What follows belongs to an exercise in optimizing a design on an open flow for small area; a production flow would make more cautious choices. Only simulation tests tie the RTL to the original design; equivalence was not proved. No activity file was given, so power comes from the tool's default toggle rates.

### flow/design.v
module mac_unit_Parallel_128
#(
    parameter DATA_WIDTH    = 8,
    parameter VEC_LENGTH    = 16,
	parameter ACC_WIDTH     = DATA_WIDTH + 16,
	parameter RESULT_WIDTH  = 2*DATA_WIDTH
) (
	input  logic                             clk,
	input  logic                             reset,
	input  logic                             mul_en,
	input  logic                             acc_en,
	input  logic                             load_accum,
	input  logic [VEC_LENGTH*DATA_WIDTH-1:0] act_in_flat, 
	input  logic [VEC_LENGTH*DATA_WIDTH-1:0] w_in_flat, 
	input  logic signed [ACC_WIDTH-1:0]      accum_prev,
	output logic signed [RESULT_WIDTH-1:0]   result
);
	genvar j;
	logic signed [DATA_WIDTH-1:0]     act_in  [VEC_LENGTH-1:0];
	logic signed [DATA_WIDTH-1:0]     w_in    [VEC_LENGTH-1:0];
	generate
		for (j=0; j<VEC_LENGTH; j=j+1) begin
			assign act_in[j] = act_in_flat[DATA_WIDTH*j +: DATA_WIDTH];
			assign w_in[j]   = w_in_flat[DATA_WIDTH*j +: DATA_WIDTH];
		end
	endgenerate
	logic signed [RESULT_WIDTH-1:0]  mul_out [VEC_LENGTH-1:0];
	logic signed [RESULT_WIDTH+0:0]  psum_1 [VEC_LENGTH/2-1:0];
	logic signed [RESULT_WIDTH+1:0]  psum_2 [VEC_LENGTH/4-1:0];
	logic signed [RESULT_WIDTH+2:0]  psum_3 [VEC_LENGTH/8-1:0];
	logic signed [RESULT_WIDTH+3:0]  psum_total, psum_total_reg;
	generate
		for (j=0; j<VEC_LENGTH; j=j+1) begin
			assign mul_out[j] = act_in[j] * w_in[j];
		end
		for (j=0; j<VEC_LENGTH/2; j=j+1) begin
			always @(posedge clk) begin
				if (reset) begin
					psum_1[j] <= 0;
				end else if	(mul_en) begin
			    	psum_1[j] <= mul_out[2*j] + mul_out[2*j+1];
				end
			end
		end
		for (j=0; j<VEC_LENGTH/4; j=j+1) begin
			assign psum_2[j] = psum_1[2*j] + psum_1[2*j+1];
		end
		for (j=0; j<VEC_LENGTH/8; j=j+1) begin
			assign psum_3[j] = psum_2[2*j] + psum_2[2*j+1];
		end
		for (j=0; j<VEC_LENGTH/16; j=j+1) begin
			assign psum_total = psum_3[2*j] + psum_3[2*j+1];
		end
	endgenerate
	logic signed [ACC_WIDTH-1:0]  accum_in, accum_out;
	always_comb begin
		if (load_accum) begin
			accum_in = accum_prev;
		end else begin
			accum_in = accum_out;
		end
	end
	always @(posedge clk) begin
		if (reset) begin
			accum_out <= 0;
			psum_total_reg <= 0;
		end else if	(acc_en) begin
			psum_total_reg <= psum_total;
			accum_out <= psum_total_reg + accum_in;
		end
	end
	assign result = accum_out[ACC_WIDTH-1:ACC_WIDTH-16];
endmodule
module mac_unit_Parallel_128_clk
#(
    parameter DATA_WIDTH    = 8,
    parameter VEC_LENGTH    = 16,
	parameter ACC_WIDTH     = DATA_WIDTH + 16,
	parameter RESULT_WIDTH  = 2*DATA_WIDTH
) (
	input  logic                             clk,
	input  logic                             reset,
	input  logic                             mul_en,
	input  logic                             acc_en,
	input  logic                             load_accum,
	input  logic [VEC_LENGTH*DATA_WIDTH-1:0] act, 
	input  logic [VEC_LENGTH*DATA_WIDTH-1:0] w_in, 
	input  logic signed [ACC_WIDTH-1:0]      accum_prev,
	output logic signed [RESULT_WIDTH-1:0]   result
);
	genvar j;
	logic [VEC_LENGTH*DATA_WIDTH-1:0]  act_in;
	generate
		for (j=0; j<VEC_LENGTH; j=j+1) begin
			always @(posedge clk) begin
				if (reset) begin
					act_in[DATA_WIDTH*j +: DATA_WIDTH] <= 0;
				end else if (mul_en) begin
					act_in[DATA_WIDTH*j +: DATA_WIDTH] <= act[DATA_WIDTH*j +: DATA_WIDTH];
				end
			end
		end
	endgenerate
	mac_unit_Parallel_128 #(DATA_WIDTH, VEC_LENGTH, ACC_WIDTH, RESULT_WIDTH) mac (
		.clk(clk), .reset(reset), .mul_en(mul_en), .acc_en(acc_en), .load_accum(load_accum),
		.act_in_flat(act_in), .w_in_flat(w_in), .accum_prev(accum_prev), .result(result)
	);
endmodule
### flow/run.sh
#!/bin/bash
# synth_recipe.tcl (not shown) runs the flow's synth.tcl, then flattens the netlist and writes it again
# the make line also repeats each setting of config.mk as NAME=value (left out here)
make -C /OpenROAD-flow-scripts/flow DESIGN_CONFIG=/design/flow/config.mk WORK_HOME=/design/flow/orfs CLKGATE_MAP_FILE= SYNTH_SCRIPT=/design/flow/synth_recipe.tcl finish
### flow/config.mk
export PLATFORM = sky130hd
export DESIGN_NAME = mac_unit_Parallel_128_clk
export DESIGN_NICKNAME = mac_unit_Parallel_128_clk
export VERILOG_FILES = /design/flow/design.v
export SDC_FILE = /design/flow/constraint.sdc
export NUM_CORES = 4
export LEC_CHECK = 0
export CAP_MARGIN = 20
export CORE_MARGIN = 2
export CORE_UTILIZATION = 40
export SLEW_MARGIN = 20
### flow/constraint.sdc
create_clock -name core_clock -period 8.0 [get_ports {clk}]
set_input_delay 1.6000 -clock core_clock [delete_from_list [all_inputs] [get_ports {clk}]]
set_output_delay 1.6000 -clock core_clock [all_outputs]
set_load 0.01 [all_outputs]
==> out/metrics.cfg <==
[logic_synthesis]
yosysTopAreaCell = fa_1
synthesis.nets = 7993
synth_cell_type_count = 72
synth_edf_count = 0
ys_warn_count = 8
ys.flop_type = dfxtp_1
syn_inst = 5991
synthTopCellsByArea = fa_1 (43%), dfxtp_1 (11%), ha_1 (10%)
syn_avg_cell_area_um2 = 9.64
ys_ff_latch = 308
synth_top_area_share = 0.433
syn_area_um2 = 57700
async_flop_share = 0
seq_area_frac_synth = 0.107

[floorplanning]
die_h_um = 384
rows = 139
die_x_um = 384
die_area_um2 = 147000
fp.coreArea_um2 = 143000
io_pins = 301
initial_core_util = 0.402

[timing]
hold_viol = 0
fin_crit_sh = 0.879
rsz0062_at_grt = false
drv_slew = 0
fmax_ghz = 0.142
relSlewSlack = 0.421
tns_ns = 0
tightest_slew_ns = 0.866
setup_violations = 0
fin_skew_ns = 0.0358
min_period_ns = 7.03

[setup_path]
crit_fanout = 8
crit_path_end_kind = flip-flop
cp-start-kind = input pin
path_class = in2reg
arrival_ns = 7.56
worstPathRequired_ns = 8.53

[cells_and_area]
largest_register_ffs = 136
final_nets = 8241
fin_cells = 8180
syn2layout_area_growth_pct = 11.5
largest-register = mac.psum_1
reg_top3 = mac.psum_1: 136 flops, act_in: 128 flops, mac.accum_out: 24 flops
nFillCells = 13810
drive_above_1_share = 0.0242

[clock_network]
cts_resized = 0
cts_inserted_buffers = 45
cts_tree = built
cts.sinks = 308
cts_setup_buffers = 0
clk_latency_ns = 0.64
clkSlewWorstSetupHoldPaths_ns = 0.06
clockRootBuffer = clkbuf_16
hold_buffers = 0
htree_num_levels = 2
clockBufferDepth = 3

[power_and_ir_drop]
p_clk_frac = 0.093
vdd.ir_drop.worst_mv = 0.421
p_leak_uw = 0.0319
p_sw_uw = 11900
seq_power_share = 0.098
switching_share = 0.515
power.density_nw_per_um2 = 359
power.internal_uw = 11200
combPwrFrac = 0.808

[grt]
met2_usage = 0.352
track_usage = 0.205
grt_overflow = 0
grt_max_degree = 84
grt_pass1_vias = 42883
antenna_found_initial = 3
grt_first_pass_wirelength_um = 237000
met1_usage = 0.276
top_usage_layer = met2
grtUsageMet3 = 0.0216

[placement]
dp_hpwl_um = 125000
gp_congestion = 0.910
numPlacedInstances = 8095
io_buffer_count = 300

[detailed_routing]
vias = 39382
drc = 0
viasPerCell = 4.81
ant_nets = 0
firstDrtPassIters = 7
wl_um = 145000
wl_per_cell_um = 17.8
drtIter0Drc = 1982

[job]
drv_cap = 0

[outcome]
status = finished clean

[hold_path]
hold_class = reg2reg

[synth_stat cells (all sizes together), types with 5 or more instances]
cell and n:
mux2i 235, mux2 23, o31ai 13, xor2 62
nand3 19, nand2b 44, a21o 49, o22ai 6
a211oi 35, o211ai 5, ha 467, a31oi 15
or3 9, o21ai 79, a311oi 11, and2 601
nand4 7, nor2 403, inv 1452, dfxtp 308
a41oi 5, o21a 25, fa 1250, nand3b 6
nor3 11, clkinv 9, o21bai 13, xnor2 165
buf 28, a22o 8, nor2b 19, a21oi 95
clkbuf 97, a211o 9, nand2 370, or2 6
[worst paths after layout]
check,endpoint,cells past startpoint,slack [ns],startpoint
max,mac.psum_1[0][16],18,0.97,w_in[9]
min reg2reg,mac.psum_1[1][15],2,0.46,mac.psum_1[1][15]
max reg2reg,mac.psum_1[0][16],17,1.95,act_in[15]
min,mac.psum_1[1][15],2,0.46,mac.psum_1[1][15]
[critical path, cell delays in order]
cell and delay (ns):
clkdlybuf4s50_1 0.65, and2_1 0.43, fa_1 0.52, fa_1 0.51, fa_1 0.56, fa_1 0.45
fa_1 0.50, inv_1 0.05, fa_1 0.48, inv_1 0.04, ha_1 0.19, or2_2 0.34
or3_1 0.31, o21ai_0 0.08, a21oi_1 0.08, a41oi_1 0.32, a21oi_1 0.13, a2111oi_0 0.34
[final cells by class]
class	instances	area, um2	area share
sequential	308	6170	0.0958
multi-input combinational	4097	45500	0.708
tap	1903	2380	0.0370
timing repair buffer	326	3200	0.0498
inverter	1461	5480	0.0852
antenna	2	5.00	0.0000778
clock buffer	53	1230	0.0191
clock inverter	30	337	0.00523
[cells in the final DEF, fill, tap and decap left out, types with 95 or more instances in the layout]
cell type / n
dfxtp_1: 308
ha_1: 467
nor2_1: 403
inv_1: 1452
mux2i_1: 235
nand2_1: 370
clkdlybuf4s50_1: 297
xnor2_1: 165
and2_1: 600
fa_1: 1250
a21oi_1: 95
[metal layers]
metal	vias up	share of wire
li1	18392	-
met1	20089	0.44
met2	714	0.50
met3	187	0.039
met4	0	0.027
met5	-	0
[through the flow]
step | area (um2) | power (uW) | utilization | setup slack (ns) | hold WS, ns
2_1_floorplan | 57700 | 15800 | - | 1.12 | 0.425
4_1_cts | 64300 | 23400 | 0.448 | 1.02 | 0.466
3_5_place_dp | 62800 | 21000 | 0.438 | 0.301 | 0.452
6_report | 64400 | 23100 | 0.449 | 0.970 | 0.461
3_3_place_gp | 62800 | 20700 | 0.438 | 0.458 | 0.451
5_1_grt | 64400 | 25800 | 0.449 | 0.583 | 0.493
[cells by family (layout without fill, tap and decap cells)]
kind of cell	count (synthesis)	in the layout	synth area share
compound gates	390	390	0.0454
xor+xnor	227	227	0.0344
fa+ha+maj	1717	1717	0.535
buf+inv	1586	1870	0.104
flops	308	308	0.107
mux	258	258	0.0452
other cells	0	2	0
simple gates	1505	1505	0.129
[power by group through the flow]
stage,Clock [uW],Sequential (uW),Combinational (uW)
global route,2280,2310,21200
CTS,2230,2280,18800
finish,2150,2270,18700
global placement,0,2310,18400
detailed placement,0,2310,18700
floorplan,0,2080,13800

==> port drivers added, routing unchanged <==
Ports are ideal in the flow. The routed layout listed here was re-timed in OpenROAD.
Step 1, drivers: a clkbuf_16 drives clk and a buf_2 each remaining input, both assumed.
Step 2 adds t to the input delays and takes it off the output delays; t is the mean of the earliest and latest rising clock arrival at the registers after step 1. Input paths then give back, and output paths get back, about the clock's delay inside the block.
a / b / c = ideal / step 1 / step 2; a / b = the first two.
shift t [ns]: 0.705
slack for setup (ns): 0.970 / 0.957 / 0.252
hold slack, ns: 0.461 / 0.461 / 0.461
slew at the worst register clock pin (ns): 0.06 / 0.06
After both steps setup and hold are still met in this run. For this run, drivers alone change the setup slack by -0.013 ns; drivers and shift together by -0.718 ns.
